From an optimization exercise on the open Yosys and OpenROAD flow, aimed at small area; shortcuts taken in it are not production practice.
Function was checked by simulation only, so behaviour that the tests miss may differ from the original.
Power is estimated from default activity; no workload was simulated.

==> flow/design.v (outline; a module is shown in full before it is edited, if it fits) <==
// module img_rom: 1129 lines
// module Greedy_snake: 408 lines
module  Greedy_snake(
        input                   clk                     ,
        input                   rst_n                   ,
        input                   IRDA_RXD                ,
        output  wire            VGA_SYNC_N              ,
        output  wire            VGA_BLANK_N             ,
        output  wire            VGA_HS                  ,
        output  wire            VGA_VS                  ,
        output  wire  [ 7: 0]   VGA_R                   ,
        output  wire  [ 7: 0]   VGA_G                   ,
        output  wire  [ 7: 0]   VGA_B                   ,
        output  wire  [ 6: 0]   HEX0                    ,
        output  wire  [ 6: 0]   HEX1
);
  // ...
==> flow/flow/run.sh <==
#!/bin/bash
# Own layout flow: the standard flow (standard.sh), with
#  - clock tree synthesis without dummy loads, with larger sink clusters;
#  - the smallest buffer on the ports.
# Each ORFS step writes its full log under orfs/logs/; make's own output goes
# to make_synth.log and make_finish.log here.
set -euo pipefail
W=$PWD
rm -rf "$W/scripts_mod"
cp -r "$FLOW_HOME/scripts" "$W/scripts_mod"
cp "$W/flow/abc_area.script" "$W/scripts_mod/abc_area.script"
export SCRIPTS_DIR="$W/scripts_mod"
export CTS_ARGS="-sink_clustering_enable -repair_clock_nets -dont_use_dummy_load -sink_clustering_size 12 -sink_clustering_max_diameter 50 -buf_list {sky130_fd_sc_hd__clkbuf_4 sky130_fd_sc_hd__clkbuf_8}"
export BUFFER_PORTS_ARGS="-inputs -outputs -buffer_cell sky130_fd_sc_hd__buf_1"
bash standard.sh synth > "$W/make_synth.log" 2>&1
bash standard.sh > "$W/make_finish.log" 2>&1
==> flow/flow/abc_area.script <==
strash
&get -n
&deepsyn -T 900
&dch -f
&nf -p -R 1000 -F 16 -A 8 -C 32
&put
topo
==> flow/standard.sh <==
#!/bin/bash
# synth_recipe.tcl (not shown) runs the flow's synth.tcl, then flattens the netlist and writes it again
# the make line also repeats each setting of config.mk as NAME=value (left out here)
make -C /OpenROAD-flow-scripts/flow DESIGN_CONFIG=/design/flow/config.mk WORK_HOME=/design/flow/orfs CLKGATE_MAP_FILE= SYNTH_SCRIPT=/design/flow/synth_recipe.tcl "${@:-finish}"
==> flow/config.mk <==
export PLATFORM = sky130hd
export DESIGN_NAME = Greedy_snake
export DESIGN_NICKNAME = Greedy_snake
export VERILOG_FILES = /design/flow/design.v
export SDC_FILE = /design/flow/constraint.sdc
export NUM_CORES = 4
export LEC_CHECK = 0
export ABC_AREA = 1
export CAP_MARGIN = 10
export CORE_MARGIN = 2
export CORE_UTILIZATION = 50
export GPL_TIMING_DRIVEN = 0
export SLEW_MARGIN = 10
export SYNTH_MEMORY_MAX_BITS = 16384
==> flow/constraint.sdc <==
create_clock -name core_clock -period 40.0 [get_ports {clk}]
set_input_delay 8.0000 -clock core_clock [delete_from_list [all_inputs] [get_ports {clk}]]
set_output_delay 8.0000 -clock core_clock [all_outputs]
set_load 0.01 [all_outputs]
==> impl.org, run 1 <==
** Route
- Top Metal Used :: met4
- Before antenna repair, the detailed router went through 8 iterations.

** Final layout
- With fillers left out, the area of the finished cells amounts to roughly 17,000 µm².
- Area share of buffers outside the clock network :: between 2 and 3%
- Of the total standard cell area in the layout, the multi-input combinational portion is approximately 60%.
- Largest reg by FF count :: dcode
- Commonest non-fill, non-tap cells in the layout :: sky130_fd_sc_hd__nand2_1 (216), sky130_fd_sc_hd__nor2_1 (211), sky130_fd_sc_hd__a21oi_1 (178)
- Registers take 4780 µm².
- Most common cell after layout, fill and taps aside :: sky130_fd_sc_hd__nand2_1
- Comb_multi_in :: approximately 1,600
- Fin nets :: around 2,100

** Global routing
- Entering global routing, the biggest net connects 37 pins.
- The via count of the first global-routing pass came to 15,600.
- Global-route track usage on met1 :: 44.8%

** CTS
- Once the clock tree was built, the resizer swapped 0 gates to a different size.
- Post-CTS Hold Fix Bufs :: 0
- Clock tree from TritonCTS :: built
- Cell at the root of the clock tree :: sky130_fd_sc_hd__clkbuf_8
- Clock insertion delay at the later pin of the skew report :: between 400 and 500 ps

** Power and ir drop
- Across the VDD grid, the largest voltage drop is slightly above 30 µV.
- The largest part of the power goes to registers.
- Pwr dens :: between 15 and 20 nW/µm²
- Reported leakage power :: between 6 and 7 nW
- Clock net power :: 0.100 mW

** Critical path
- The critical path runs through a total of 30 cells.
- Critical register-to-register path startpoint :: hc[5]
- Cell mode on critical path :: sky130_fd_sc_hd__nand2_1
- The worst setup path is captured at a register.

** Synthesis
- Yosys instantiated no cell more often than sky130_fd_sc_hd__nand2_1.
- The portion of synthesized area spent on multiplexers is under 10%.
- Count of different cell masters after synthesis :: 72
- Fraction of the yosys area taken by sequential cells :: between 30 and 40%
- The commonest cells after synthesis are sky130_fd_sc_hd__nand2_1 (217), sky130_fd_sc_hd__nor2_1 (211), sky130_fd_sc_hd__a21oi_1 (179).

** Timing
- At the pin with the least slew margin, the transition time is between 1000 and 1500 ps.
- Based on the critical path, the design can be clocked at up to approximately 90 MHz.
- The worst pin sits at a relative slew slack of around 8.5%.
- Total negative slack :: 0 ps
- Final cycle utilization of the critical path :: between 20% and 30%

** Hold path
- In this run the most critical hold path is launched from len_d[2].
- Endpoint of the worst hold-timing path :: len_code[2]

** Placed design
- Routability-driven placement finished with a final weighted congestion of about 1.0.

** Run status
- Result of the run :: timing/DRC/antenna clean
==> inputs of run 2 (changes only) <==
==> flow/flow/abc_area.script (replaced) <==
strash
&get -n
&deepsyn -T 1200
&dch -f
&nf -p -R 1000 -F 16 -A 8 -C 32
&put
topo
==> impl.org, run 2 <==
** CTS
- CTS H-Tree Depth :: 4
- Post-CTS Hold Fix Bufs :: 0 (unchanged)
- CTS saw about 190 sinks.
- The number of gates given a new drive strength after cts came to 0 (unchanged).
- In this run the deepest clock path goes through 2 buffers.
- Register clock-pin slew on the reported worst setup and hold paths :: roughly 90 ps
- Buffers inserted during clock tree synthesis total 17.
- Clock tree from TritonCTS :: built
- In this run the clock root is driven by a sky130_fd_sc_hd__clkbuf_8.
- The clock latency on the worst-skew pair was 490 ps (about the same).
- After clock tree synthesis, the setup repair step added 0 buffers.

** Final layout
- dcode holds more flip-flops than any other register.
- The top cell types in the final layout, fill and taps aside, are sky130_fd_sc_hd__nand2_1 (216), sky130_fd_sc_hd__nor2_1 (211), sky130_fd_sc_hd__a21oi_1 (178).
- The post-route netlist has around 3.5% of its cells at a drive strength greater than 1.
- Total inserted antenna cells :: 0
- The largest registers in the layout are dcode: 30 flops, cnt_clk: 19 flops, move_cnt: 14 flops.
- Final standard cell area without fillers :: 16,600 µm² (unchanged)
- Counting the fill cells in the layout gives roughly 2,900.
- Largest register FFs :: 30
- Fin nets :: 2,111 (unchanged)
- Most common cell after layout, fill and taps aside :: sky130_fd_sc_hd__nand2_1
- Layout overhead on the synthesized area :: 6.61%

** Die
- Once the floorplan was initialized, standard cells occupied between 50% and 60% of the core.
- Die Span X :: approximately 180 µm
- Die footprint :: 32,500 µm²
- Total core area :: around 31,000 µm²
- The die is around 180 µm tall.
- FP Rows :: between 60 and 70
- I/O pin total :: 45

** Power and ir drop
- Net switching is between 20% and 30% of the power.
- Of the total power, the clock network draws 31.9%.
- Share of total power in combinational logic :: under 10%
- Max VDD drop :: 30.4 µV (unchanged)
- The power density over the cells is 18.9 nW/µm² (unchanged).
- Reported leakage power :: 6.31 nW (unchanged)
- The internal portion of the total power is 0.238 mW.
- Part of the power in registers :: between 60 and 70%
- Power comes to approximately 0.31 mW.
- Net Sw Power :: ~0.075 mW

** Global routing
- Wire length of the first global-routing pass :: around 92,000 µm
- For this run, the total global-route usage over all layers was measured as about 36%.
- Number of antenna violations at the first check in global routing :: 0
- The pin count of the biggest net entering global routing was 37 (unchanged).
- The via count of the first global-routing pass came to 15,600 (unchanged).
- Total overflow reported by the global router :: 0

** Synthesis
- Most instantiated library cell after synthesis :: sky130_fd_sc_hd__nand2_1
- Post-synthesis instance area :: roughly 16,000 µm²
- Share of the synthesized area in the top cell type :: between 15 and 20%
- Top cells by area, synth :: sky130_fd_sc_hd__dfrtp_1 (18%), sky130_fd_sc_hd__edfxtp_1 (7.3%), sky130_fd_sc_hd__ha_1 (6.3%)
- Fraction of the yosys area taken by sequential cells :: 30.8% (unchanged)
- Post-synth EDFFs :: 38
- The synthesized netlist devotes roughly 8.1% of its cell area to XOR and XNOR gates.
- Post-synthesis share of cell area spent on full adders, half adders and majority gates :: slightly below 7%
- Summing the areas of all compound-gate instances in the mapped netlist gives about a quarter of the synthesized area.
- Synthesis inferred between 150 and 200 register bits.
- Portion of netlist area occupied by mux cells :: 1.68% (unchanged)
- Commonest cells in the netlist :: sky130_fd_sc_hd__nand2_1 (217), sky130_fd_sc_hd__nor2_1 (211), sky130_fd_sc_hd__a21oi_1 (179)
- After technology mapping, the gate count stands at about 2,000.
- The Yosys step of the flow raised 2 warnings.
- Count of different cell masters after synthesis :: 72 (unchanged)
- Synth Area per Inst :: 7.94 µm²
- In the synthesized netlist the dominant register cell turns out to be sky130_fd_sc_hd__dfrtp_1.
- FFs w/ async S/R, synth :: approximately 65%
- After Yosys synthesis, and, or, nand and nor cells account for roughly 25% of the synthesized area.
- The biggest area contributor in the post-synthesis netlist is sky130_fd_sc_hd__dfrtp_1.
- By area, the combinational part of the netlist is dominated by simple AND/OR/NAND/NOR gates.

** Run status
- Result of the run :: timing/DRC/antenna clean

** Timing
- Final slew viol count :: 0
- Pin slew with the least headroom to its limit :: 1370 ps (unchanged)
- The worst slew slack as a fraction of its limit was 8.49% (unchanged).
- The worst path in the final design needs a cycle of about 11,000 ps, including I/O delays and setup.
- Setup violations remaining at the end of the flow were counted as 0.
- Total negative slack :: 0 ps (unchanged)
- Setup repair after global routing missed its margin :: no
- On the final layout, the worst clock skew is roughly 45 ps.
- Final hold vios :: 0
- The highest achievable clock rate was 87.5 MHz (unchanged).
- Final cycle utilization of the critical path :: 28.6% (unchanged)

** Critical path
- Critical register-to-register path startpoint :: hc[5]
- Worst r2r path cells :: 30
- CP startpoint kind :: register
- Kind of critical path :: reg2reg
- Setup slack on the worst flop-to-flop path :: ~29,000 ps
- STA classifies the critical path endpoint as a register.
- The worst register-to-register path ends at out_g_hi[2].
- In this design, the critical path's most frequently occurring cell is sky130_fd_sc_hd__nand2_1.
- Broken down by cell family, the worst path's largest delay share belongs to compound AO/OA/AOI/OAI gates.
- Startpoint of the most critical setup path :: hc[5]
- In this run the worst path has a maximum fanout of 33.
- For the worst setup path, the data arrival time is 11,770 ps.
- Critical path buffer and inverter count :: 4
- For this run, the slowest stage of the critical path takes 1160 ps.
- For the worst setup path, the data required time is ~40,000 ps.
- Among all stages on the critical path, the largest delay is contributed by sky130_fd_sc_hd__a21oi_1.

** Run
- Max-cap violations in this run came to 0.

** Placed design
- Last weighted congestion value of the routability-driven placer :: 1.05 (unchanged)
- Port buffering added 40 buffers.
- After legalization and detailed placement, the total HPWL measured between 40,000 and 50,000 µm.
- After detailed placement, the total cell area comes to around 16,000 µm².

** Hold path
- The worst hold path was traced through 0 stages.
- Worst hold-check path type :: reg2reg
- Endpoint of the worst hold-timing path :: len_code[2]
- In this run the most critical hold path is launched from len_d[2].

** Route
- For this run, design rule violations remaining after detail routing come to 0.
- In the routed layout, each cell is associated on average with a via count of a little under 7.
- Starting DRC count in detailed routing :: between 1,500 and 2,000
- Total Wirelength :: approximately 60,000 µm
- Dividing the detail-routed wire length by the instance count gives between 20 and 25 µm.
- Number of routed nets with antenna violations :: 0
- Via count of the routed design :: between 15,000 and 20,000
- The count of TritonRoute iterations in the first routing pass came to 8 (unchanged).
==> run 2: cell counts in the layout (fill, tap and decap cells not counted) <==
No cell type changed its count.
==> run 2: power by group through the flow <==
stage               registers, mW  clock network, mW  logic [mW]
global placement            0.204                  0      0.0119
finish                      0.201              0.100      0.0127
floorplan                   0.203                  0     0.00775
CTS                         0.200              0.103      0.0129
detailed placement          0.204                  0      0.0128
global route                0.201              0.109      0.0146
==> run 2: worst max-delay path by stage <==
| stage | endpoint | slack (ps) | cells after the start |
|---|---|---|---|
| after detailed placement | out_g_hi[2] | 29410 | 30 |
| after global routing | out_g_hi[2] | 28670 | 30 |
| after floorplan | HEX0[0] | 30730 | 6 |
| after global placement | out_g_hi[2] | 25390 | 30 |
| after CTS | out_g_hi[2] | 29380 | 30 |
| final | out_g_hi[2] | 28580 | 30 |
==> run 2: cell type report <==
type	count	area [µm²]	share of cell area [%]
plain buffers	33	214	1.29
clock buffers	17	234	1.41
inverters	89	334	2.02
multi-input cells	1648	10200	61.8
flip-flops and latches	188	4780	28.9
well taps	396	495	2.99
repair buffers	49	272	1.64
==> run 2: per-layer routing <==
| layer | share of wire [%] | global-route usage [%] | up-vias |
|---|---|---|---|
| li1 | - | - | 7363 |
| met1 | 38 | 44.8 | 7841 |
| met4 | 6.6 | 19.7 | 0 |
| met5 | 0 | 0 | - |
| met3 | 9.4 | 8.81 | 289 |
| met2 | 46 | 58.7 | 976 |
==> run 2: cells by family (layout without fill, tap and decap cells) <==
group	after synthesis	after routing
and+or+nand+nor	810	810
muxes	24	24
adders and majority gates	82	82
buffers and inverters	122	188
AOI/OAI and AO/OA	584	584
other	2	4
DFF	188	188
xor gates and xnor gates	144	144
==> run 2: metrics by stage <==
step                      hold WS [ps]  cells  setup slack (ps)  util, %
after floorplan                    331   1958             30730        -
after global placement             333   2394             25390     52.9
after detailed placement           337   2402             29410     53.3
after CTS                          361   2419             29380     54.1
after global routing               362   2420             28670     54.1
final                              359   2420             28580     54.1

==> re-timing with driven ports <==
The flow's constraints put no driver on any port. The routed layouts listed below were extracted and timed again, unchanged, in two steps. Step 1 (the two cells are an assumption about what drives the block):
set clk [get_ports {clk}]
set_driving_cell -lib_cell sky130_fd_sc_hd__clkbuf_16 $clk
set_driving_cell -lib_cell sky130_fd_sc_hd__buf_2 [delete_from_list [all_inputs] $clk]
Step 2 moves the port delays by t, midway between the first and last clock arrival at a register: inputs arrive t later, outputs are due t later. That takes back most of the time a late clock gives input paths. Three values: ideal, step 1, step 2; two values: the first two.
run | t (ns) | slack for setup (ns) | worst setup path after step 2 | worst data-port slew with drivers (ns)
run 1 | 0.519 | 28.577 / 28.577 / 28.577 | register to register | 0.03
run 2 | 0.519 | 28.577 / 28.577 / 28.577 | register to register | 0.03
After both steps every run listed still meets setup and hold.
